Context: an optimization exercise on an open-source flow, tuned for small area, a short achievable clock period and few clock cycles per item. The choices shown serve that exercise and are no tape-out recipe. Function was checked by simulation only, so behaviour that the tests miss may differ from the original. Power figures rest on the tool's default switching activity, not on a simulated workload.

===== flow/design.v =====
module fp_carpma(
    input clk_i, rst_i, en_i,
    input [31:0] x1_i, x2_i,
    output [31:0] sonuc_o,
    output done_o
    );
  wire nz1 = |x1_i;
  wire nz2 = |x2_i;
  wire [23:0] ma = {nz1, x1_i[22:0]};
  wire [23:0] mb = {nz2, x2_i[22:0]};
  reg [2:0] cnt_q;
  reg [24:0] s_q, c_q;
  reg cy_q;
  reg [7:0] e_q;
  reg sg_q;
  wire run = en_i & ~rst_i;
  wire hold = (cnt_q == 3'd4);
  wire sh = run & ~hold;
  wire hd = run & hold;
  reg [5:0] dig;
  always @(*) begin
    case (cnt_q)
      3'd0: dig = mb[5:0];
      3'd1: dig = mb[11:6];
      3'd2: dig = mb[17:12];
      3'd3: dig = mb[23:18];
      default: dig = 6'b0;
    endcase
  end
  wire [23:0] pp0 = ma & {24{dig[0]}};
  wire [23:0] pp1 = ma & {24{dig[1]}};
  wire [23:0] pp2 = ma & {24{dig[2]}};
  wire [23:0] pp3 = ma & {24{dig[3]}};
  wire [23:0] pp4 = ma & {24{dig[4]}};
  wire [23:0] pp5 = ma & {24{dig[5]}};
  wire hs0 = c_q[5] ^ s_q[5];
  wire hc0 = c_q[5] & s_q[5];
  wire fs0 = c_q[6] ^ s_q[6] ^ pp0[5];
  wire fc0 = (c_q[6] & s_q[6]) | (c_q[6] & pp0[5]) | (s_q[6] & pp0[5]);
  wire hs1 = pp1[4] ^ pp2[3];
  wire hc1 = pp1[4] & pp2[3];
  wire fs1 = c_q[7] ^ s_q[7] ^ pp0[6];
  wire fc1 = (c_q[7] & s_q[7]) | (c_q[7] & pp0[6]) | (s_q[7] & pp0[6]);
  wire fs2 = pp1[5] ^ pp2[4] ^ pp3[3];
  wire fc2 = (pp1[5] & pp2[4]) | (pp1[5] & pp3[3]) | (pp2[4] & pp3[3]);
  wire fs3 = c_q[8] ^ s_q[8] ^ pp0[7];
  wire fc3 = (c_q[8] & s_q[8]) | (c_q[8] & pp0[7]) | (s_q[8] & pp0[7]);
  wire fs4 = pp1[6] ^ pp2[5] ^ pp3[4];
  wire fc4 = (pp1[6] & pp2[5]) | (pp1[6] & pp3[4]) | (pp2[5] & pp3[4]);
  wire fs5 = c_q[9] ^ s_q[9] ^ pp0[8];
  wire fc5 = (c_q[9] & s_q[9]) | (c_q[9] & pp0[8]) | (s_q[9] & pp0[8]);
  wire fs6 = pp1[7] ^ pp2[6] ^ pp3[5];
  wire fc6 = (pp1[7] & pp2[6]) | (pp1[7] & pp3[5]) | (pp2[6] & pp3[5]);
  wire fs7 = c_q[10] ^ s_q[10] ^ pp0[9];
  wire fc7 = (c_q[10] & s_q[10]) | (c_q[10] & pp0[9]) | (s_q[10] & pp0[9]);
  wire fs8 = pp1[8] ^ pp2[7] ^ pp3[6];
  wire fc8 = (pp1[8] & pp2[7]) | (pp1[8] & pp3[6]) | (pp2[7] & pp3[6]);
  wire fs9 = c_q[11] ^ s_q[11] ^ pp0[10];
  wire fc9 = (c_q[11] & s_q[11]) | (c_q[11] & pp0[10]) | (s_q[11] & pp0[10]);
  wire fs10 = pp1[9] ^ pp2[8] ^ pp3[7];
  wire fc10 = (pp1[9] & pp2[8]) | (pp1[9] & pp3[7]) | (pp2[8] & pp3[7]);
  wire fs11 = c_q[12] ^ s_q[12] ^ pp0[11];
  wire fc11 = (c_q[12] & s_q[12]) | (c_q[12] & pp0[11]) | (s_q[12] & pp0[11]);
  wire fs12 = pp1[10] ^ pp2[9] ^ pp3[8];
  wire fc12 = (pp1[10] & pp2[9]) | (pp1[10] & pp3[8]) | (pp2[9] & pp3[8]);
  wire fs13 = c_q[13] ^ s_q[13] ^ pp0[12];
  wire fc13 = (c_q[13] & s_q[13]) | (c_q[13] & pp0[12]) | (s_q[13] & pp0[12]);
  wire fs14 = pp1[11] ^ pp2[10] ^ pp3[9];
  wire fc14 = (pp1[11] & pp2[10]) | (pp1[11] & pp3[9]) | (pp2[10] & pp3[9]);
  wire fs15 = c_q[14] ^ s_q[14] ^ pp0[13];
  wire fc15 = (c_q[14] & s_q[14]) | (c_q[14] & pp0[13]) | (s_q[14] & pp0[13]);
  wire fs16 = pp1[12] ^ pp2[11] ^ pp3[10];
  wire fc16 = (pp1[12] & pp2[11]) | (pp1[12] & pp3[10]) | (pp2[11] & pp3[10]);
  wire fs17 = c_q[15] ^ s_q[15] ^ pp0[14];
  wire fc17 = (c_q[15] & s_q[15]) | (c_q[15] & pp0[14]) | (s_q[15] & pp0[14]);
  wire fs18 = pp1[13] ^ pp2[12] ^ pp3[11];
  wire fc18 = (pp1[13] & pp2[12]) | (pp1[13] & pp3[11]) | (pp2[12] & pp3[11]);
  wire fs19 = c_q[16] ^ s_q[16] ^ pp0[15];
  wire fc19 = (c_q[16] & s_q[16]) | (c_q[16] & pp0[15]) | (s_q[16] & pp0[15]);
  wire fs20 = pp1[14] ^ pp2[13] ^ pp3[12];
  wire fc20 = (pp1[14] & pp2[13]) | (pp1[14] & pp3[12]) | (pp2[13] & pp3[12]);
  wire fs21 = c_q[17] ^ s_q[17] ^ pp0[16];
  wire fc21 = (c_q[17] & s_q[17]) | (c_q[17] & pp0[16]) | (s_q[17] & pp0[16]);
  wire fs22 = pp1[15] ^ pp2[14] ^ pp3[13];
  wire fc22 = (pp1[15] & pp2[14]) | (pp1[15] & pp3[13]) | (pp2[14] & pp3[13]);
  wire fs23 = c_q[18] ^ s_q[18] ^ pp0[17];
  wire fc23 = (c_q[18] & s_q[18]) | (c_q[18] & pp0[17]) | (s_q[18] & pp0[17]);
  wire fs24 = pp1[16] ^ pp2[15] ^ pp3[14];
  wire fc24 = (pp1[16] & pp2[15]) | (pp1[16] & pp3[14]) | (pp2[15] & pp3[14]);
  wire fs25 = c_q[19] ^ s_q[19] ^ pp0[18];
  wire fc25 = (c_q[19] & s_q[19]) | (c_q[19] & pp0[18]) | (s_q[19] & pp0[18]);
  wire fs26 = pp1[17] ^ pp2[16] ^ pp3[15];
  wire fc26 = (pp1[17] & pp2[16]) | (pp1[17] & pp3[15]) | (pp2[16] & pp3[15]);
  wire fs27 = c_q[20] ^ s_q[20] ^ pp0[19];
  wire fc27 = (c_q[20] & s_q[20]) | (c_q[20] & pp0[19]) | (s_q[20] & pp0[19]);
  wire fs28 = pp1[18] ^ pp2[17] ^ pp3[16];
  wire fc28 = (pp1[18] & pp2[17]) | (pp1[18] & pp3[16]) | (pp2[17] & pp3[16]);
  wire fs29 = c_q[21] ^ s_q[21] ^ pp0[20];
  wire fc29 = (c_q[21] & s_q[21]) | (c_q[21] & pp0[20]) | (s_q[21] & pp0[20]);
  wire fs30 = pp1[19] ^ pp2[18] ^ pp3[17];
  wire fc30 = (pp1[19] & pp2[18]) | (pp1[19] & pp3[17]) | (pp2[18] & pp3[17]);
  wire fs31 = c_q[22] ^ s_q[22] ^ pp0[21];
  wire fc31 = (c_q[22] & s_q[22]) | (c_q[22] & pp0[21]) | (s_q[22] & pp0[21]);
  wire fs32 = pp1[20] ^ pp2[19] ^ pp3[18];
  wire fc32 = (pp1[20] & pp2[19]) | (pp1[20] & pp3[18]) | (pp2[19] & pp3[18]);
  wire fs33 = c_q[23] ^ s_q[23] ^ pp0[22];
  wire fc33 = (c_q[23] & s_q[23]) | (c_q[23] & pp0[22]) | (s_q[23] & pp0[22]);
  wire fs34 = pp1[21] ^ pp2[20] ^ pp3[19];
  wire fc34 = (pp1[21] & pp2[20]) | (pp1[21] & pp3[19]) | (pp2[20] & pp3[19]);
  wire fs35 = c_q[24] ^ s_q[24] ^ pp0[23];
  wire fc35 = (c_q[24] & s_q[24]) | (c_q[24] & pp0[23]) | (s_q[24] & pp0[23]);
  wire fs36 = pp1[22] ^ pp2[21] ^ pp3[20];
  wire fc36 = (pp1[22] & pp2[21]) | (pp1[22] & pp3[20]) | (pp2[21] & pp3[20]);
  wire hs2 = pp1[23] ^ pp2[22];
  wire hc2 = pp1[23] & pp2[22];
  wire hs3 = c_q[3] ^ s_q[3];
  wire hc3 = c_q[3] & s_q[3];
  wire fs37 = c_q[4] ^ s_q[4] ^ pp0[3];
  wire fc37 = (c_q[4] & s_q[4]) | (c_q[4] & pp0[3]) | (s_q[4] & pp0[3]);
  wire hs4 = pp1[2] ^ pp2[1];
  wire hc4 = pp1[2] & pp2[1];
  wire fs38 = hs0 ^ pp0[4] ^ pp1[3];
  wire fc38 = (hs0 & pp0[4]) | (hs0 & pp1[3]) | (pp0[4] & pp1[3]);
  wire fs39 = pp2[2] ^ pp3[1] ^ pp4[0];
  wire fc39 = (pp2[2] & pp3[1]) | (pp2[2] & pp4[0]) | (pp3[1] & pp4[0]);
  wire fs40 = hc0 ^ pp3[2] ^ pp4[1];
  wire fc40 = (hc0 & pp3[2]) | (hc0 & pp4[1]) | (pp3[2] & pp4[1]);
  wire fs41 = pp5[0] ^ hs1 ^ fs0;
  wire fc41 = (pp5[0] & hs1) | (pp5[0] & fs0) | (hs1 & fs0);
  wire fs42 = pp4[2] ^ pp5[1] ^ hc1;
  wire fc42 = (pp4[2] & pp5[1]) | (pp4[2] & hc1) | (pp5[1] & hc1);
  wire fs43 = fc0 ^ fs1 ^ fs2;
  wire fc43 = (fc0 & fs1) | (fc0 & fs2) | (fs1 & fs2);
  wire fs44 = pp4[3] ^ pp5[2] ^ fc1;
  wire fc44 = (pp4[3] & pp5[2]) | (pp4[3] & fc1) | (pp5[2] & fc1);
  wire fs45 = fc2 ^ fs3 ^ fs4;
  wire fc45 = (fc2 & fs3) | (fc2 & fs4) | (fs3 & fs4);
  wire fs46 = pp4[4] ^ pp5[3] ^ fc3;
  wire fc46 = (pp4[4] & pp5[3]) | (pp4[4] & fc3) | (pp5[3] & fc3);
  wire fs47 = fc4 ^ fs5 ^ fs6;
  wire fc47 = (fc4 & fs5) | (fc4 & fs6) | (fs5 & fs6);
  wire fs48 = pp4[5] ^ pp5[4] ^ fc5;
  wire fc48 = (pp4[5] & pp5[4]) | (pp4[5] & fc5) | (pp5[4] & fc5);
  wire fs49 = fc6 ^ fs7 ^ fs8;
  wire fc49 = (fc6 & fs7) | (fc6 & fs8) | (fs7 & fs8);
  wire fs50 = pp4[6] ^ pp5[5] ^ fc7;
  wire fc50 = (pp4[6] & pp5[5]) | (pp4[6] & fc7) | (pp5[5] & fc7);
  wire fs51 = fc8 ^ fs10 ^ fs9;
  wire fc51 = (fc8 & fs10) | (fc8 & fs9) | (fs10 & fs9);
  wire fs52 = pp4[7] ^ pp5[6] ^ fc10;
  wire fc52 = (pp4[7] & pp5[6]) | (pp4[7] & fc10) | (pp5[6] & fc10);
  wire fs53 = fc9 ^ fs11 ^ fs12;
  wire fc53 = (fc9 & fs11) | (fc9 & fs12) | (fs11 & fs12);
  wire fs54 = pp4[8] ^ pp5[7] ^ fc11;
  wire fc54 = (pp4[8] & pp5[7]) | (pp4[8] & fc11) | (pp5[7] & fc11);
  wire fs55 = fc12 ^ fs13 ^ fs14;
  wire fc55 = (fc12 & fs13) | (fc12 & fs14) | (fs13 & fs14);
  wire fs56 = pp4[9] ^ pp5[8] ^ fc13;
  wire fc56 = (pp4[9] & pp5[8]) | (pp4[9] & fc13) | (pp5[8] & fc13);
  wire fs57 = fc14 ^ fs15 ^ fs16;
  wire fc57 = (fc14 & fs15) | (fc14 & fs16) | (fs15 & fs16);
  wire fs58 = pp4[10] ^ pp5[9] ^ fc15;
  wire fc58 = (pp4[10] & pp5[9]) | (pp4[10] & fc15) | (pp5[9] & fc15);
  wire fs59 = fc16 ^ fs17 ^ fs18;
  wire fc59 = (fc16 & fs17) | (fc16 & fs18) | (fs17 & fs18);
  wire fs60 = pp4[11] ^ pp5[10] ^ fc17;
  wire fc60 = (pp4[11] & pp5[10]) | (pp4[11] & fc17) | (pp5[10] & fc17);
  wire fs61 = fc18 ^ fs19 ^ fs20;
  wire fc61 = (fc18 & fs19) | (fc18 & fs20) | (fs19 & fs20);
  wire fs62 = pp4[12] ^ pp5[11] ^ fc19;
  wire fc62 = (pp4[12] & pp5[11]) | (pp4[12] & fc19) | (pp5[11] & fc19);
  wire fs63 = fc20 ^ fs21 ^ fs22;
  wire fc63 = (fc20 & fs21) | (fc20 & fs22) | (fs21 & fs22);
  wire fs64 = pp4[13] ^ pp5[12] ^ fc21;
  wire fc64 = (pp4[13] & pp5[12]) | (pp4[13] & fc21) | (pp5[12] & fc21);
  wire fs65 = fc22 ^ fs23 ^ fs24;
  wire fc65 = (fc22 & fs23) | (fc22 & fs24) | (fs23 & fs24);
  wire fs66 = pp4[14] ^ pp5[13] ^ fc23;
  wire fc66 = (pp4[14] & pp5[13]) | (pp4[14] & fc23) | (pp5[13] & fc23);
  wire fs67 = fc24 ^ fs25 ^ fs26;
  wire fc67 = (fc24 & fs25) | (fc24 & fs26) | (fs25 & fs26);
  wire fs68 = pp4[15] ^ pp5[14] ^ fc25;
  wire fc68 = (pp4[15] & pp5[14]) | (pp4[15] & fc25) | (pp5[14] & fc25);
  wire fs69 = fc26 ^ fs27 ^ fs28;
  wire fc69 = (fc26 & fs27) | (fc26 & fs28) | (fs27 & fs28);
  wire fs70 = pp4[16] ^ pp5[15] ^ fc27;
  wire fc70 = (pp4[16] & pp5[15]) | (pp4[16] & fc27) | (pp5[15] & fc27);
  wire fs71 = fc28 ^ fs29 ^ fs30;
  wire fc71 = (fc28 & fs29) | (fc28 & fs30) | (fs29 & fs30);
  wire fs72 = pp4[17] ^ pp5[16] ^ fc29;
  wire fc72 = (pp4[17] & pp5[16]) | (pp4[17] & fc29) | (pp5[16] & fc29);
  wire fs73 = fc30 ^ fs31 ^ fs32;
  wire fc73 = (fc30 & fs31) | (fc30 & fs32) | (fs31 & fs32);
  wire fs74 = pp4[18] ^ pp5[17] ^ fc31;
  wire fc74 = (pp4[18] & pp5[17]) | (pp4[18] & fc31) | (pp5[17] & fc31);
  wire fs75 = fc32 ^ fs33 ^ fs34;
  wire fc75 = (fc32 & fs33) | (fc32 & fs34) | (fs33 & fs34);
  wire fs76 = pp4[19] ^ pp5[18] ^ fc33;
  wire fc76 = (pp4[19] & pp5[18]) | (pp4[19] & fc33) | (pp5[18] & fc33);
  wire fs77 = fc34 ^ fs35 ^ fs36;
  wire fc77 = (fc34 & fs35) | (fc34 & fs36) | (fs35 & fs36);
  wire fs78 = pp3[21] ^ pp4[20] ^ pp5[19];
  wire fc78 = (pp3[21] & pp4[20]) | (pp3[21] & pp5[19]) | (pp4[20] & pp5[19]);
  wire fs79 = hs2 ^ fc35 ^ fc36;
  wire fc79 = (hs2 & fc35) | (hs2 & fc36) | (fc35 & fc36);
  wire fs80 = pp2[23] ^ pp3[22] ^ pp4[21];
  wire fc80 = (pp2[23] & pp3[22]) | (pp2[23] & pp4[21]) | (pp3[22] & pp4[21]);
  wire hs5 = pp5[20] ^ hc2;
  wire hc5 = pp5[20] & hc2;
  wire hs6 = pp3[23] ^ pp4[22];
  wire hc6 = pp3[23] & pp4[22];
  wire hs7 = c_q[2] ^ s_q[2];
  wire hc7 = c_q[2] & s_q[2];
  wire fs81 = hs3 ^ pp0[2] ^ pp1[1];
  wire fc81 = (hs3 & pp0[2]) | (hs3 & pp1[1]) | (pp0[2] & pp1[1]);
  wire fs82 = hc3 ^ pp3[0] ^ hs4;
  wire fc82 = (hc3 & pp3[0]) | (hc3 & hs4) | (pp3[0] & hs4);
  wire fs83 = hc4 ^ fc37 ^ fs38;
  wire fc83 = (hc4 & fc37) | (hc4 & fs38) | (fc37 & fs38);
  wire fs84 = fc38 ^ fc39 ^ fs40;
  wire fc84 = (fc38 & fc39) | (fc38 & fs40) | (fc39 & fs40);
  wire fs85 = fc40 ^ fs42 ^ fc41;
  wire fc85 = (fc40 & fs42) | (fc40 & fc41) | (fs42 & fc41);
  wire fs86 = fc42 ^ fc43 ^ fs44;
  wire fc86 = (fc42 & fc43) | (fc42 & fs44) | (fc43 & fs44);
  wire fs87 = fc44 ^ fc45 ^ fs46;
  wire fc87 = (fc44 & fc45) | (fc44 & fs46) | (fc45 & fs46);
  wire fs88 = fc46 ^ fc47 ^ fs48;
  wire fc88 = (fc46 & fc47) | (fc46 & fs48) | (fc47 & fs48);
  wire fs89 = fc48 ^ fc49 ^ fs50;
  wire fc89 = (fc48 & fc49) | (fc48 & fs50) | (fc49 & fs50);
  wire fs90 = fc50 ^ fc51 ^ fs52;
  wire fc90 = (fc50 & fc51) | (fc50 & fs52) | (fc51 & fs52);
  wire fs91 = fc52 ^ fc53 ^ fs54;
  wire fc91 = (fc52 & fc53) | (fc52 & fs54) | (fc53 & fs54);
  wire fs92 = fc54 ^ fc55 ^ fs56;
  wire fc92 = (fc54 & fc55) | (fc54 & fs56) | (fc55 & fs56);
  wire fs93 = fc56 ^ fc57 ^ fs58;
  wire fc93 = (fc56 & fc57) | (fc56 & fs58) | (fc57 & fs58);
  wire fs94 = fc58 ^ fc59 ^ fs60;
  wire fc94 = (fc58 & fc59) | (fc58 & fs60) | (fc59 & fs60);
  wire fs95 = fc60 ^ fc61 ^ fs62;
  wire fc95 = (fc60 & fc61) | (fc60 & fs62) | (fc61 & fs62);
  wire fs96 = fc62 ^ fc63 ^ fs64;
  wire fc96 = (fc62 & fc63) | (fc62 & fs64) | (fc63 & fs64);
  wire fs97 = fc64 ^ fc65 ^ fs66;
  wire fc97 = (fc64 & fc65) | (fc64 & fs66) | (fc65 & fs66);
  wire fs98 = fc66 ^ fc67 ^ fs68;
  wire fc98 = (fc66 & fc67) | (fc66 & fs68) | (fc67 & fs68);
  wire fs99 = fc68 ^ fc69 ^ fs70;
  wire fc99 = (fc68 & fc69) | (fc68 & fs70) | (fc69 & fs70);
  wire fs100 = fc70 ^ fc71 ^ fs72;
  wire fc100 = (fc70 & fc71) | (fc70 & fs72) | (fc71 & fs72);
  wire fs101 = fc72 ^ fc73 ^ fs74;
  wire fc101 = (fc72 & fc73) | (fc72 & fs74) | (fc73 & fs74);
  wire fs102 = fc74 ^ fc75 ^ fs76;
  wire fc102 = (fc74 & fc75) | (fc74 & fs76) | (fc75 & fs76);
  wire fs103 = fs78 ^ fc76 ^ fc77;
  wire fc103 = (fs78 & fc76) | (fs78 & fc77) | (fc76 & fc77);
  wire fs104 = fc78 ^ fs80 ^ hs5;
  wire fc104 = (fc78 & fs80) | (fc78 & hs5) | (fs80 & hs5);
  wire fs105 = pp5[21] ^ hs6 ^ fc80;
  wire fc105 = (pp5[21] & hs6) | (pp5[21] & fc80) | (hs6 & fc80);
  wire hs8 = pp4[23] ^ pp5[22];
  wire hc8 = pp4[23] & pp5[22];
  wire hs9 = c_q[0] ^ cy_q;
  wire hc9 = c_q[0] & cy_q;
  wire fs106 = c_q[1] ^ s_q[1] ^ pp0[0];
  wire fc106 = (c_q[1] & s_q[1]) | (c_q[1] & pp0[0]) | (s_q[1] & pp0[0]);
  wire fs107 = hs7 ^ pp0[1] ^ pp1[0];
  wire fc107 = (hs7 & pp0[1]) | (hs7 & pp1[0]) | (pp0[1] & pp1[0]);
  wire fs108 = hc7 ^ pp2[0] ^ fs81;
  wire fc108 = (hc7 & pp2[0]) | (hc7 & fs81) | (pp2[0] & fs81);
  wire fs109 = fc81 ^ fs37 ^ fs82;
  wire fc109 = (fc81 & fs37) | (fc81 & fs82) | (fs37 & fs82);
  wire fs110 = fs39 ^ fc82 ^ fs83;
  wire fc110 = (fs39 & fc82) | (fs39 & fs83) | (fc82 & fs83);
  wire fs111 = fc83 ^ fs41 ^ fs84;
  wire fc111 = (fc83 & fs41) | (fc83 & fs84) | (fs41 & fs84);
  wire fs112 = fc84 ^ fs43 ^ fs85;
  wire fc112 = (fc84 & fs43) | (fc84 & fs85) | (fs43 & fs85);
  wire fs113 = fs45 ^ fc85 ^ fs86;
  wire fc113 = (fs45 & fc85) | (fs45 & fs86) | (fc85 & fs86);
  wire fs114 = fs47 ^ fc86 ^ fs87;
  wire fc114 = (fs47 & fc86) | (fs47 & fs87) | (fc86 & fs87);
  wire fs115 = fs49 ^ fc87 ^ fs88;
  wire fc115 = (fs49 & fc87) | (fs49 & fs88) | (fc87 & fs88);
  wire fs116 = fs51 ^ fc88 ^ fs89;
  wire fc116 = (fs51 & fc88) | (fs51 & fs89) | (fc88 & fs89);
  wire fs117 = fs53 ^ fc89 ^ fs90;
  wire fc117 = (fs53 & fc89) | (fs53 & fs90) | (fc89 & fs90);
  wire fs118 = fs55 ^ fc90 ^ fs91;
  wire fc118 = (fs55 & fc90) | (fs55 & fs91) | (fc90 & fs91);
  wire fs119 = fs57 ^ fc91 ^ fs92;
  wire fc119 = (fs57 & fc91) | (fs57 & fs92) | (fc91 & fs92);
  wire fs120 = fs59 ^ fc92 ^ fs93;
  wire fc120 = (fs59 & fc92) | (fs59 & fs93) | (fc92 & fs93);
  wire fs121 = fs61 ^ fc93 ^ fs94;
  wire fc121 = (fs61 & fc93) | (fs61 & fs94) | (fc93 & fs94);
  wire fs122 = fs63 ^ fc94 ^ fs95;
  wire fc122 = (fs63 & fc94) | (fs63 & fs95) | (fc94 & fs95);
  wire fs123 = fs65 ^ fc95 ^ fs96;
  wire fc123 = (fs65 & fc95) | (fs65 & fs96) | (fc95 & fs96);
  wire fs124 = fs67 ^ fc96 ^ fs97;
  wire fc124 = (fs67 & fc96) | (fs67 & fs97) | (fc96 & fs97);
  wire fs125 = fs69 ^ fc97 ^ fs98;
  wire fc125 = (fs69 & fc97) | (fs69 & fs98) | (fc97 & fs98);
  wire fs126 = fs71 ^ fc98 ^ fs99;
  wire fc126 = (fs71 & fc98) | (fs71 & fs99) | (fc98 & fs99);
  wire fs127 = fs73 ^ fc99 ^ fs100;
  wire fc127 = (fs73 & fc99) | (fs73 & fs100) | (fc99 & fs100);
  wire fs128 = fs75 ^ fc100 ^ fs101;
  wire fc128 = (fs75 & fc100) | (fs75 & fs101) | (fc100 & fs101);
  wire fs129 = fs77 ^ fc101 ^ fs102;
  wire fc129 = (fs77 & fc101) | (fs77 & fs102) | (fc101 & fs102);
  wire fs130 = fs79 ^ fc102 ^ fs103;
  wire fc130 = (fs79 & fc102) | (fs79 & fs103) | (fc102 & fs103);
  wire fs131 = fc79 ^ fs104 ^ fc103;
  wire fc131 = (fc79 & fs104) | (fc79 & fc103) | (fs104 & fc103);
  wire fs132 = hc5 ^ fs105 ^ fc104;
  wire fc132 = (hc5 & fs105) | (hc5 & fc104) | (fs105 & fc104);
  wire fs133 = hc6 ^ hs8 ^ fc105;
  wire fc133 = (hc6 & hs8) | (hc6 & fc105) | (hs8 & fc105);
  wire hs10 = pp5[23] ^ hc8;
  wire hc10 = pp5[23] & hc8;
  wire [30:0] ts = {hc10, hs10, fs133, fs132, fc130, fc129, fc128, fc127, fc126, fc125, fc124, fc123, fc122, fc121, fc120, fc119, fc118, fc117, fc116, fc115, fc114, fc113, fc112, fc111, fc110, fc109, fc108, fc107, fc106, hc9, s_q[0]};
  wire [30:0] tc = {1'b0, fc133, fc132, fc131, fs131, fs130, fs129, fs128, fs127, fs126, fs125, fs124, fs123, fs122, fs121, fs120, fs119, fs118, fs117, fs116, fs115, fs114, fs113, fs112, fs111, fs110, fs109, fs108, fs107, fs106, hs9};
  wire [6:0] lo_sum = ts[5:0] + tc[5:0];
  wire cy_d = lo_sum[6];
  always @(posedge clk_i) begin
    cnt_q <= run ? (hold ? cnt_q : cnt_q + 3'd1) : 3'd0;
    s_q <= (ts[30:6] & {25{sh}}) | (s_q & {25{hd}});
    c_q <= (tc[30:6] & {25{sh}}) | (c_q & {25{hd}});
    cy_q <= (cy_d & sh) | (cy_q & hd);
    e_q <= (nz1 & nz2) ? (x1_i[30:23] + x2_i[30:23] + 8'd129) : 8'd0;
    sg_q <= nz1 & nz2 & (x1_i[31] ^ x2_i[31]);
  end
  wire [25:0] r1 = {s_q, cy_q} + {c_q, cy_q};
  wire [24:0] r = r1[25:1];
  wire [22:0] man = r[24] ? r[23:1] : r[22:0];
  wire [7:0] e_inc = e_q + 8'd1;
  wire [7:0] e = r[24] ? e_inc : e_q;
  assign sonuc_o = {sg_q, e, man};
  assign done_o = hold;
endmodule

===== flow/run.sh =====
#!/bin/bash
# synth_recipe.tcl (not shown) runs the flow's synth.tcl, then flattens the netlist and writes it again
# the make line also repeats each setting of config.mk as NAME=value (left out here)
make -C /OpenROAD-flow-scripts/flow DESIGN_CONFIG=/design/flow/config.mk WORK_HOME=/design/flow/orfs CLKGATE_MAP_FILE= SYNTH_SCRIPT=/design/flow/synth_recipe.tcl finish

===== flow/config.mk =====
export PLATFORM = sky130hd
export DESIGN_NAME = fp_carpma
export DESIGN_NICKNAME = fp_carpma
export VERILOG_FILES = /design/flow/design.v
export SDC_FILE = /design/flow/constraint.sdc
export NUM_CORES = 4
export LEC_CHECK = 0
export CAP_MARGIN = 20
export CORE_MARGIN = 2
export CORE_UTILIZATION = 40
export SETUP_SLACK_MARGIN = 5
export SLEW_MARGIN = 20

===== flow/constraint.sdc =====
create_clock -name core_clock -period 10.0 [get_ports {clk_i}]
set_input_delay 2.0000 -clock core_clock [delete_from_list [all_inputs] [get_ports {clk_i}]]
set_output_delay 2.0000 -clock core_clock [all_outputs]
set_load 0.01 [all_outputs]

==> results.py <==
metrics = {
    "status": {
        "status": "timing/DRC/antenna clean",
    },
    "sta": {
        "setup_tns_ns": 0,
        "rsz0062_at_grt": "yes",
        "drv_slew": 0,
        "finClkSkew_ns": 0.008765,
        "max_freq_ghz": 0.1925,
        "max-slew-margin-rel": 0.3345,
        "fin_crit_ns": 5.196,
        "worstMarginPinSlew_ns": 0.9983,
        "finalSetupViolCount": 0,
        "fin_crit_sh": 0.5196,
        "hold_viol_final": 0,
    },
    "global_routing": {
        "grt_pass1_vias": 7443,
        "antenna_found_initial": 0,
        "grt_pass1_wl_um": 41340,
        "globalRouteOverflowTotal": 0,
        "grt_util_all_layers": 0.2421,
        "grt_start_max_net_pins": 90,
    },
    "synthesis": {
        "yosysMostFrequentCell": "fa_1",
        "ys_top_cells_by_count": "136 x fa_1, 116 x inv_1, 112 x nand2_1, 83 x and2_1, 63 x dfxtp_1",
        "ys_seq_elements": 63,
        "synth_area_per_cell_um2": 9.095,
        "syn_inst": 944,
        "ys.flop_type": "dfxtp_1",
        "syn-num-nets": 1204,
        "yosys_warnings": 1,
        "synth_enable_flop_cells": 0,
        "yosysUniqueCellTypes": 56,
        "yosys-top-cells-area": "fa_1 32%, dfxtp_1 15%, ha_1 8.3%, and2_1 6.0%, inv_1 5.1%",
        "ys_seq_area_frac": 0.1469,
        "synth.cell_area_um2": 8586,
        "synth_top_area_frac": 0.3171,
        "synthArstFlopShare": 0,
        "synth_top_area_cell": "fa_1",
    },
    "route": {
        "drc": 0,
        "wl_per_cell_um": 19.42,
        "drtIter0Drc": 484,
        "vias_per_cell": 5.327,
        "vias": 7340,
        "dr.pass1.iters": 5,
        "wl_um": 26760,
        "ant_nets": 0,
    },
    "finish": {
        "final_nets": 1358,
        "syn2layout_area_growth_pct": 33.94,
        "fin_util": 0.5471,
        "drive_gt1_frac": 0.2983,
        "diodes": 0,
        "postLayoutCellArea_um2": 11500,
    },
    "pwr": {
        "p_leak_nw": 4.771,
        "power_switching_mw": 0.9744,
        "pwr-share-comb": 0.686,
        "seqPwrFrac": 0.179,
        "p_sw_frac": 0.4367,
        "pwr-share-clk": 0.135,
        "ir_worst_vdd_mv": 0.07525,
        "p_per_area_nw_per_um2": 194.0,
        "power.internal_mw": 1.257,
    },
    "worst_setup_path": {
        "start_kind": "flop",
        "cpMostUsedCell": "buf_6",
        "arrival_ns": 3.20,
        "max_stage_delay_ns": 0.48,
        "critPathKind": "flop to output pin",
        "rrSetupSlack_ns": 5.79,
        "end_kind": "output pin",
        "crit_required_ns": 8.00,
        "cp_slowest_cell": "a2111oi_4",
        "path_max_fanout": 4,
        "crit_chain": "ha_4, a21o_1, nand3_4, a2111oi_4, buf_4, o21ai_4, a21oi_2, nand4b_4, buf_6, buf_6, buf_6, buf_16, mux2_4, buf_6",
    },
    "placement": {
        "dp_hpwl_um": 17940,
        "gp_congestion": 0.8473,
        "dpl-instance-area_um2": 9814,
        "port_buffers": 99,
    },
    "floorplan": {
        "coreArea_um2": 21020,
        "die_w_um": 150.5,
        "fp.dieH_um": 150.5,
        "start_util": 0.4084,
        "std_cell_rows": 53,
        "die_area_um2": 22650,
        "io_pins": 100,
    },
    "run": {
        "max_cap_violations": 0,
    },
    "clocking": {
        "clock_sinks": 63,
        "clk_path_buf_depth": 2,
        "clk_latency_ns": 0.35,
        "cts_root_buf": "clkbuf_16",
        "cts_max_level": 3,
        "clk_pin_slew_ns": 0.06,
        "cts_tree": "built",
        "numCtsBuffers": 9,
    },
    "worst_hold_path": {
        "hold_path.class": "flop to flop",
    },
}
==> routing by layer <==
layer  up-vias  routed length [um]  track usage
met5         -                   0            0
met4         0                 708      0.05991
met3        38                1558      0.03788
met2       240               13040       0.4114
met1      3644               11450       0.3236
li1       3418                   -            -
==> timing repair <==
item / CTS / global route
setup endpoints to repair: 76 / 72
pin swaps: 46 / 83
gates resized for setup: 259 / 175
cloned: 13 / 1
hold buffers: 0 / 0
setup buffers: 38 / 25
==> worst max-delay path: cells and delay by family, from the launching register on <==
kind | cells | cell delay [ns]
AND/OR/NAND/NOR | 2 | 0.28
AO/OA/AOI/OAI | 4 | 0.93
adder cells (fa/ha/maj) | 1 | 0.26
multiplexers | 1 | 0.30
buffers and inverters | 6 | 0.74
flip-flops | 1 | 0.34
==> worst paths after layout <==
path	start	end	depth (start not counted)
worst max-delay path	c_q[0]	sonuc_o[7]	14
worst min-delay path	c_q[0]	c_q[0]	2
worst max register to register	cnt_q[2]	cy_q	16
worst min register to register	c_q[0]	c_q[0]	2
==> sequential cells by signal (all words and copies together), names as in the netlist <==
name / count
c_q: 25
cnt_q: 3
cy_q: 1
e_q: 8
s_q: 25
sg_q: 1
==> placed cells by master (no fill, tap or decap), drive strengths merged, types with 4 or more instances in the layout <==
| cell | instances |
|---|---|
| fa | 136 |
| inv | 116 |
| nand2 | 113 |
| buf | 100 |
| and2 | 84 |
| dfxtp | 63 |
| nor2 | 59 |
| ha | 57 |
| a21oi | 50 |
| a211oi | 41 |
| clkbuf | 36 |
| xnor2 | 31 |
| o21ai | 25 |
| dlygate4sd2 | 22 |
| mux2 | 20 |
| nor4 | 16 |
| clkdlybuf4s50 | 15 |
| a21o | 14 |
| dlymetal6s2s | 14 |
| nand4 | 13 |
| xor2 | 8 |
| nand3 | 7 |
| a222oi | 6 |
| nand2b | 6 |
| clkinv | 5 |
| nor2b | 4 |
| nor3 | 4 |
==> cells by family after synthesis <==
family | Yosys count | synth area share
AOI/OAI and AO/OA | 151 | 0.1170
muxes | 23 | 0.03760
and+or+nand+nor | 318 | 0.1858
DFF | 63 | 0.1469
xor gates and xnor gates | 39 | 0.03978
adders and majority gates | 193 | 0.4002
buffers and inverters | 157 | 0.07272
==> power groups by stage <==
stage | logic [mW] | clock network, mW | registers, mW
after floorplan | 0.908 | 0 | 0.362
after global placement | 1.32 | 0 | 0.386
after detailed placement | 1.34 | 0 | 0.387
after CTS | 1.43 | 0.307 | 0.394
after global routing | 1.72 | 0.319 | 0.406
final | 1.53 | 0.302 | 0.398
==> cell type report <==
type,count,area (um^2)
clock inverters,6,46.29
fillers,1899,9522
well taps,275,344.1
flip-flops and latches,63,1281
multi-input cells,728,7491
clock buffers,10,239.0
inverters,117,439.2
repair buffers,179,1659
==> per-stage QoR <==
stage | std cells | worst slack [ns] | total power [mW] | hold slack, ns
after floorplan | 944 | 5.011 | 1.269 | 0.4362
after global placement | 1285 | 4.030 | 1.701 | 0.4514
after detailed placement | 1285 | 4.215 | 1.727 | 0.4668
after CTS | 1352 | 4.773 | 2.133 | 0.4797
after global routing | 1378 | 4.737 | 2.442 | 0.5039
final | 1378 | 4.804 | 2.231 | 0.4805
Testbench counts, summed over its fixed seeds: cycles 11,992, items 2,400.

==> afterwards: timing with drivers on the ports <==
In the flow no input, the clock included, has a driving cell. The finished layout below was timed again as built, in two steps. Step 1, drivers: a clkbuf_16 drives clk_i and a buf_2 each remaining input, both assumed. Step 2, shift: input delay + t, output delay - t, t = (earliest + latest rising clock arrival at the registers) / 2. This alone moves slack from input paths to output paths. Slacks: no drivers / after step 1 / after step 2; pairs: no drivers / after step 1.
shift t [ns]: 0.387
slack for setup (ns): 4.804 / 4.762 / 4.601
hold slack, ns: 0.480 / 0.480 / 0.480
worst register clock-pin slew, ns: 0.06 / 0.06
pins driven straight from the clock port: 1
After both steps setup and hold are still met in this run. For this run, drivers alone change the setup slack by -0.042 ns; drivers and shift together by -0.203 ns.
